From an optimization exercise on the open Yosys and OpenROAD flow, aimed at small area; shortcuts taken in it are not production practice.
The RTL was checked by simulation tests, not by an equivalence proof against the original design.

== JK ==
==> flow/design.v <==
module Neuron(
	input CLOCK_50,
	input [1:0] KEY,
	input [3:0] SW,
	input [3:0] GPIO_0,
	output [7:0] LED,
	output [3:0] GPIO_1,
	output [17:0] V_OUT,
	output [17:0] W_OUT,
	output [17:0] SPIKE_COUNT
);
	reg [17:0] v, w;
	reg [17:0] spike_counter;
	reg [5:0] count;
	reg [3:0] led_sw;
	reg [1:0] led_lo;
	reg gpio1_r;
	reg [17:0] acc;      
	reg [17:0] qr;       
	reg wrap;            
	assign V_OUT = v;
	assign W_OUT = w;
	assign SPIKE_COUNT = spike_counter;
	assign LED = {1'b0, led_sw, 1'b0, led_lo};
	assign GPIO_1 = {3'b000, gpio1_r};
	wire rst = ~KEY[0];
	wire upd = (count == 6'd63);
	wire g = GPIO_0[0];
	wire [17:0] h = {v[17], v[17:1]};           
	wire [17:0] I = (led_sw[0] ? 18'h00400 : 18'h0) - (led_sw[1] ? 18'h00400 : 18'h0)
	              + (led_sw[2] ? 18'h00800 : 18'h0) + (led_sw[3] ? 18'h00800 : 18'h0);
	wire q15 = qr[17];
	wire b1 = (count == 6'd18) ? qr[17] : qr[0];    
	reg [1:0] bsel;    
	reg m;             
	reg m0mask;        
	reg inv, cin, shift;
	always @* begin
		bsel = 2'd0; m = 1'b0; m0mask = 1'b0; inv = 1'b0; cin = 1'b0; shift = 1'b0;
		case (count)
			6'd0, 6'd1, 6'd2, 6'd3, 6'd4, 6'd5, 6'd6, 6'd7,
			6'd8, 6'd9, 6'd10, 6'd11, 6'd12, 6'd13, 6'd14, 6'd15: begin
				m = b1; shift = 1'b1;
			end
			6'd16: m = b1;
			6'd17, 6'd18: begin m = b1; inv = 1'b1; cin = 1'b1; end
			6'd19: begin m = qr[0]; inv = 1'b1; shift = 1'b1; end
			6'd20, 6'd21, 6'd22, 6'd23, 6'd24, 6'd25,
			6'd26, 6'd27, 6'd28, 6'd29, 6'd30, 6'd31, 6'd32: begin
				m = qr[0]; inv = 1'b1; cin = 1'b1; shift = 1'b1;
			end
			6'd33: begin m = qr[0]; inv = 1'b1; cin = 1'b1; end
			6'd34: begin bsel = 2'd1; m0mask = 1'b1; inv = 1'b1; cin = 1'b1; shift = 1'b1; end
			6'd35: begin
				m = ~q15; m0mask = 1'b1; inv = q15 & v[1] & ~w[1];
				cin = w[1] & ~(q15 & v[1]); shift = 1'b1;
			end
			6'd36: begin m = q15; inv = 1'b1; cin = 1'b1; end
			6'd37: begin bsel = 2'd2; cin = 1'b1; end
			6'd38, 6'd39, 6'd40, 6'd41: shift = 1'b1;
			6'd42: begin m = 1'b1; cin = v[0]; end
			6'd43: m = 1'b1;
			6'd44, 6'd45: m = 1'b1;
			6'd46: begin bsel = 2'd1; m0mask = 1'b1; inv = 1'b1; cin = 1'b1; shift = 1'b1; end
			6'd47, 6'd48, 6'd49, 6'd50, 6'd51, 6'd52, 6'd53, 6'd54, 6'd55: shift = 1'b1;
			6'd56: bsel = 2'd1;
			6'd63: bsel = 2'd3;
			default: ;
		endcase
	end
	reg [17:0] bsrc;
	always @* begin
		case (bsel)
			2'd0: bsrc = {h[17:1] & {17{m}}, h[0] & m & ~m0mask};
			2'd1: bsrc = {w[17:1], w[0] & ~m0mask};
			2'd2: bsrc = I;
			default: bsrc = {{4{g & ~wrap}}, {8{g}}, 6'd0};
		endcase
	end
	wire [17:0] bx = bsrc ^ {18{inv}};
	wire [18:0] S;
	wire [18:0] cy;
	genvar gi;
	generate for (gi = 0; gi < 18; gi = gi + 1) begin : add
		wire ci = (gi == 0) ? cin : cy[gi-1];
		assign S[gi] = acc[gi] ^ bx[gi] ^ ci;
		assign cy[gi] = (acc[gi] & bx[gi]) | (ci & (acc[gi] ^ bx[gi]));
	end endgenerate
	assign S[18] = acc[17] ^ bx[17] ^ cy[17];
	function [17:0] inc18(input [17:0] a, input c);
		integer i;
		reg cc;
		begin
			cc = c;
			for (i = 0; i < 18; i = i + 1) begin
				inc18[i] = a[i] ^ cc;
				cc = a[i] & cc;
			end
		end
	endfunction
	wire [17:0] vnew = S[17:0];
	wire spk = (vnew[17:15] == 3'b001);
	wire [17:0] count_inc = inc18({12'd0, count}, 1'b1);
	always @(posedge CLOCK_50) begin
		count <= count_inc[5:0];
		spike_counter <= inc18(spike_counter, upd & spk) & {18{~rst}};
		if (rst) begin
			count <= 6'd0;
			led_sw <= SW;
			v <= 18'h32148;
			w <= 18'h3C9BB;
		end else if (upd) begin
			v <= vnew;
			w <= qr;
			led_lo[1] <= g;
			led_lo[0] <= spike_counter[17];
			gpio1_r <= spk;
		end
	end
	always @(posedge CLOCK_50) begin
		if (rst || upd || count == 6'd18 || count == 6'd43)
			acc <= 18'd0;
		else if (count == 6'd62)
			acc <= qr;
		else if (shift)
			acc <= S[18:1];
		else
			acc <= S[17:0];
		if (rst)
			qr <= 18'h32148;
		else if (upd || count == 6'd18 || count == 6'd43 || count == 6'd62)
			qr <= S[17:0];
		else
			qr <= {qr[0], qr[17:1]};
		if (count == 6'd42)
			wrap <= (acc[13:6] == 8'h80);
	end
endmodule
Settings: LEC_CHECK=0, CAP_MARGIN=20, CORE_MARGIN=2, CORE_UTILIZATION=40, SLEW_MARGIN=20; clock period 22.0 ns.
standard.sh (not shown) runs the stock make flow with config.mk's settings and CLKGATE_MAP_FILE= SYNTH_SCRIPT=/design/flow/synth_recipe.tcl, a recipe that flattens the netlist after the stock synthesis.
==> flow/flow/run.sh <==
#!/bin/bash
# Standard ORFS layout (the standard.sh) with these changes in how the
# layout is made:
#  - no ADDER_MAP_FILE, so full/half adders are not pre-mapped to fa/ha
#    cells and ABC maps that logic together with the rest;
#  - port buffers use sky130_fd_sc_hd__buf_1 (every port still gets one);
#  - the clock tree is built from clkbuf_8 cells without dummy loads.
set -euo pipefail
here=$(cd "$(dirname "$0")" && pwd)
rm -rf scripts_area
cp -r "$FLOW_HOME/scripts" scripts_area
cp "$here/abc_area.script" scripts_area/abc_speed.script
export BUFFER_PORTS_ARGS="-buffer_cell sky130_fd_sc_hd__buf_1"
export CTS_ARGS="-sink_clustering_enable -repair_clock_nets -dont_use_dummy_load -buf_list sky130_fd_sc_hd__clkbuf_8"
bash standard.sh "SCRIPTS_DIR=$PWD/scripts_area" "ADDER_MAP_FILE=" finish > flow_make.log 2>&1
==> flow/flow/abc_area.script <==
strash
&get -n
&deepsyn -T 60
&put
dch -f
amap -m -F 2
strash
dch -f
amap -m -F 2
strash
dch -f
amap -m -F 2
topo
JK finished every step from synthesis to the final layout, and the layout passed the timing, DRC and antenna checks.
The inputs of MS differ from those of JK as listed below.
--- a/flow/design.v
+++ b/flow/design.v
@@ -41,25 +41,24 @@
 			6'd0, 6'd1, 6'd2, 6'd3, 6'd4, 6'd5, 6'd6, 6'd7,
 			6'd8, 6'd9, 6'd10, 6'd11, 6'd12, 6'd13, 6'd14, 6'd15: begin
 				m = b1; shift = 1'b1;
 			end
 			6'd16: m = b1;
 			6'd17, 6'd18: begin m = b1; inv = 1'b1; cin = 1'b1; end
-			6'd19: begin m = qr[0]; inv = 1'b1; shift = 1'b1; end
-			6'd20, 6'd21, 6'd22, 6'd23, 6'd24, 6'd25,
+			6'd19, 6'd20, 6'd21, 6'd22, 6'd23, 6'd24, 6'd25,
 			6'd26, 6'd27, 6'd28, 6'd29, 6'd30, 6'd31, 6'd32: begin
 				m = qr[0]; inv = 1'b1; cin = 1'b1; shift = 1'b1;
 			end
 			6'd33: begin m = qr[0]; inv = 1'b1; cin = 1'b1; end
 			6'd34: begin bsel = 2'd1; m0mask = 1'b1; inv = 1'b1; cin = 1'b1; shift = 1'b1; end
 			6'd35: begin
 				m = ~q15; m0mask = 1'b1; inv = q15 & v[1] & ~w[1];
 				cin = w[1] & ~(q15 & v[1]); shift = 1'b1;
 			end
 			6'd36: begin m = q15; inv = 1'b1; cin = 1'b1; end
-			6'd37: begin bsel = 2'd2; cin = 1'b1; end
+			6'd37: bsel = 2'd2;
 			6'd38, 6'd39, 6'd40, 6'd41: shift = 1'b1;
 			6'd42: begin m = 1'b1; cin = v[0]; end
 			6'd43: m = 1'b1;
 			6'd44, 6'd45: m = 1'b1;
 			6'd46: begin bsel = 2'd1; m0mask = 1'b1; inv = 1'b1; cin = 1'b1; shift = 1'b1; end
 			6'd47, 6'd48, 6'd49, 6'd50, 6'd51, 6'd52, 6'd53, 6'd54, 6'd55: shift = 1'b1;
@@ -115,16 +114,18 @@
 			led_lo[1] <= g;
 			led_lo[0] <= spike_counter[17];
 			gpio1_r <= spk;
 		end
 	end
 	always @(posedge CLOCK_50) begin
-		if (rst || upd || count == 6'd18 || count == 6'd43)
+		if (rst || upd || count == 6'd43)
 			acc <= 18'd0;
 		else if (count == 6'd62)
 			acc <= qr;
+		else if (count == 6'd18)
+			acc <= 18'h0FFFF;
 		else if (shift)
 			acc <= S[18:1];
 		else
 			acc <= S[17:0];
 		if (rst)
 			qr <= 18'h32148;
==> results.txt <==
- Between JK and MS, via total after detailed routing decreased.
- On largest vdd supply drop, MS does better than JK.
- Across both runs, final weighted congestion in routability-driven placement was lower for MS than for JK.
- Compare JK and MS | area fraction in compound gates after synthesis lower: JK
- Delta (MS minus JK): required arrival time at the worst endpoint rose by 40 ps; area after synthesis climbed 38 um2; smallest setup slack after layout dropped 1460 ps; footprint of the multi-input gates went up.
- Final clock period utilization by the worst path, JK and MS: lower on JK
- MS against JK; net total in the final layout is up slightly.
- Re tightest slew margin relative to the limit: JK and MS aren't equal, and the lower value belongs to JK.
- MS ended up with a higher minimum clock period after layout than JK did.

==> re-timing with driven ports <==
In the flow no input, the clock included, has a driving cell. The finished layouts below were timed again as built, in two steps.
Step 1: set_driving_cell puts a clkbuf_16 on CLOCK_50 and a buf_2 on each other input, an assumption about the parent block.
Step 2 adds t to the input delays and takes it off the output delays; t is the mean of the earliest and latest rising clock arrival at the registers after step 1. Input paths then give back, and output paths get back, about the clock's delay inside the block.
a / b / c = no drivers / after step 1 / after step 2; a / b = the first two.
run | shift t [ns] | setup WS [ns] | worst hold slack (ns) | pins driven straight from the clock port
JK | 0.406 | 11.664 / 11.664 / 11.454 | 0.461 / 0.461 / 0.461 | 1
MS | 0.406 | 10.201 / 10.201 / 10.201 | 0.460 / 0.460 / 0.460 | 1
After both steps setup and hold are still met in every run listed. The setup slack of JK, which loses most, moves by 0.000 ns with the drivers and by -0.210 ns with both steps.
